Context: an optimization exercise on an open-source flow, tuned for small area and a short achievable clock period. The choices shown serve that exercise and are no tape-out recipe. Function was checked by simulation only, so behaviour that the tests miss may differ from the original. Power figures rest on the tool's default switching activity, not on a simulated workload.

==> flow/design.v (excerpt) <==
module Parallel_filter
(
input [7:0] I_00,I_01,I_02,I_03,I_10,I_11,I_12,I_13,
input clk,rst,
output [7:0] P1,P2,P3,P4
);
Size: ~1800 cells after synthesis, roughly 100 flip-flops, about 98 I/O pins, about 0.011 mm^2 of cells after synthesis.
export LEC_CHECK = 0
export CAP_MARGIN = 20
export CORE_MARGIN = 2
export CORE_UTILIZATION = 40
export SLEW_MARGIN = 20
create_clock -name core_clock -period 30.0 [get_ports {clk}]
standard.sh (not shown) runs the stock make flow with config.mk's settings and CLKGATE_MAP_FILE= SYNTH_SCRIPT=/design/flow/synth_recipe.tcl, a recipe that flattens the netlist after the stock synthesis.
==> flow/flow/run.sh <==
#!/bin/bash
set -euo pipefail
W=$PWD
export MY_ABC_SCRIPT=$W/flow/area.abc
sed "s#SYNTH_SCRIPT=[^ ]*#SYNTH_SCRIPT=$W/flow/my_synth.tcl#" standard.sh > my_standard.sh
grep -q "SYNTH_SCRIPT=$W/flow/my_synth.tcl" my_standard.sh
bash my_standard.sh BUFFER_PORTS_ARGS='-buffer_cell sky130_fd_sc_hd__buf_1' finish > make_flow.log 2>&1
==> flow/flow/area.abc <==
strash
dch
map -a
topo
buffer -p
upsize -c -D 6000
dnsize -c -D 6000
==> flow/flow/my_synth.tcl <==
proc synth {args} { yosys synth -nofsm -noshare {*}$args }
proc extract_fa {args} { puts "my_synth: extract_fa skipped" }
proc abc {args} {
  set out {}
  set skip 0
  foreach a $args {
    if {$skip} { lappend out $::env(MY_ABC_SCRIPT); set skip 0; continue }
    if {$a eq "-script"} { set skip 1 }
    lappend out $a
  }
  puts "my_synth: abc $out"
  yosys abc {*}$out
}
source $::env(SCRIPTS_DIR)/synth.tcl
# left out here: clear keep_hierarchy, flatten, clean up, hide names made inside functions, write 1_2_yosys.v
==> next run, changes <==
--- a/flow/flow/run.sh
+++ b/flow/flow/run.sh
@@ -7 +7 @@
-bash my_standard.sh BUFFER_PORTS_ARGS='-buffer_cell sky130_fd_sc_hd__buf_1' finish > make_flow.log 2>&1
+bash my_standard.sh BUFFER_PORTS_ARGS='-buffer_cell sky130_fd_sc_hd__buf_1' SETUP_SLACK_MARGIN=11 finish > make_flow.log 2>&1
==> flow/flow/area.abc (replaced) <==
strash
dch
map -a -B 0.9
topo
dnsize
=> The changed run passed the timing, design-rule and antenna checks; cell area came out higher by 18%; worst setup slack gains 1.6 ns; hold slack gains 0.017 ns; global-route usage came out higher by 1.8 points; area after synthesis came out lower by 4.9%; wire length came out higher by 8.2%; total power came out higher by 14%; first-iteration DRC count came out higher by 24%.
==> next run, changes <==
--- a/flow/flow/run.sh
+++ b/flow/flow/run.sh
@@ -1,0 +2,4 @@
+# Own flow: the standard layout (standard.sh) with these changes:
+#  - port buffers: buf_1 instead of the default pick.
+#  - clock tree: no dummy loads, smaller clock buffers.
+# Every tool's output stays in orfs/logs/ and make_flow.log.
@@ -7 +11,6 @@
-bash my_standard.sh BUFFER_PORTS_ARGS='-buffer_cell sky130_fd_sc_hd__buf_1' SETUP_SLACK_MARGIN=11 finish > make_flow.log 2>&1
+EXTRA=(
+  "BUFFER_PORTS_ARGS=-buffer_cell sky130_fd_sc_hd__buf_1"
+  "CTS_ARGS=-sink_clustering_enable -repair_clock_nets -dont_use_dummy_load -buf_list {sky130_fd_sc_hd__clkbuf_4 sky130_fd_sc_hd__clkbuf_8}"
+)
+[[ -f flow/extra.txt ]] && mapfile -t -O ${#EXTRA[@]} EXTRA < flow/extra.txt
+bash my_standard.sh "${EXTRA[@]}" finish > make_flow.log 2>&1
==> flow/flow/area.abc (replaced) <==
strash
dch -f
amap
topo
upsize -D 6000
dnsize -D 6000
Effect:
- worst setup slack loses 1.4 ns
- cell count decreases by 14%
- via count goes down by 10%
- total power shrinks by 10%
- die area decreases by 1.7%
- fmax decreases by 7.0%
- sequential cell count is unchanged
- synthesized cell count goes down by 8.8%
- global-route usage came out lower by 0.74 points
==> next run, changes <==
==> flow/flow/extra.txt (new file) <==
SETUP_SLACK_MARGIN=10.5
The new run finished with timing, DRC and antenna clean; setup slack is better by 0.84 ns; via count went up by 5.6%; power went up by 14%; count of clock-buffer cells in the layout stays the same; wire length went up by 6.0%; hold slack is worse by 0.061 ns; flip-flop and latch count stays the same; critical path depth went up by 4.
==> next run, changes <==
==> flow/flow/area.abc (replaced) <==
strash
dch
map -a -B 0.9
topo
dnsize
removed: flow/flow/extra.txt
Result:
- The changed run completed without violations
- fmax falls by 9.9%
- setup slack loses 2.1 ns
- final area fell by 12%
- critical path depth rises by 2
==> next run, changes <==
==> flow/flow/run.sh (replaced) <==
#!/bin/bash
set -euo pipefail
W=$PWD
export MY_ABC_SCRIPT=$W/flow/area.abc
sed "s#SYNTH_SCRIPT=[^ ]*#SYNTH_SCRIPT=$W/flow/my_synth.tcl#" standard.sh > my_standard.sh
grep -q "SYNTH_SCRIPT=$W/flow/my_synth.tcl" my_standard.sh
bash my_standard.sh BUFFER_PORTS_ARGS='-buffer_cell sky130_fd_sc_hd__buf_1' finish > make_flow.log 2>&1
Result:
- combinational power barely changes
- maximum frequency hardly moves
- cell count grows by about 0.38%
- worst setup slack improves by 0.055 ns

## what the ideal ports hide
Ports are ideal in the flow. The routed layouts listed here were re-timed in OpenROAD.
Step 1 assumes that a clkbuf_16 drives the clock port and a buf_2 every other input.
Step 2 adds t to the input delays and takes it off the output delays; t is the mean of the earliest and latest rising clock arrival at the registers after step 1. Input paths then give back, and output paths get back, about the clock's delay inside the block.
a / b / c = ideal ports / drivers / drivers and shift; a / b = the first two.
run	t, ns	slack for setup (ns)	latest minus earliest clock arrival (ns)	worst register clock-pin slew, ns	pins driven straight from the clock port
the first run	0.408	9.686 / 9.628 / 9.628	0.023 / 0.023	0.09 / 0.09	1
the second run	0.404	11.312 / 11.229 / 11.229	0.018 / 0.017	0.08 / 0.08	1
the third run	0.422	9.907 / 9.865 / 9.865	0.036 / 0.035	0.11 / 0.11	1
the fourth run	0.425	10.751 / 10.720 / 10.720	0.039 / 0.039	0.12 / 0.12	1
the fifth run	0.421	8.636 / 8.611 / 8.611	0.032 / 0.033	0.11 / 0.11	1
the sixth run	0.401	8.691 / 8.666 / 8.666	0.016 / 0.015	0.08 / 0.08	1
After both steps setup and hold are still met in every run listed. For the second run, which loses most, drivers alone change the setup slack by -0.083 ns; drivers and shift together by -0.083 ns.
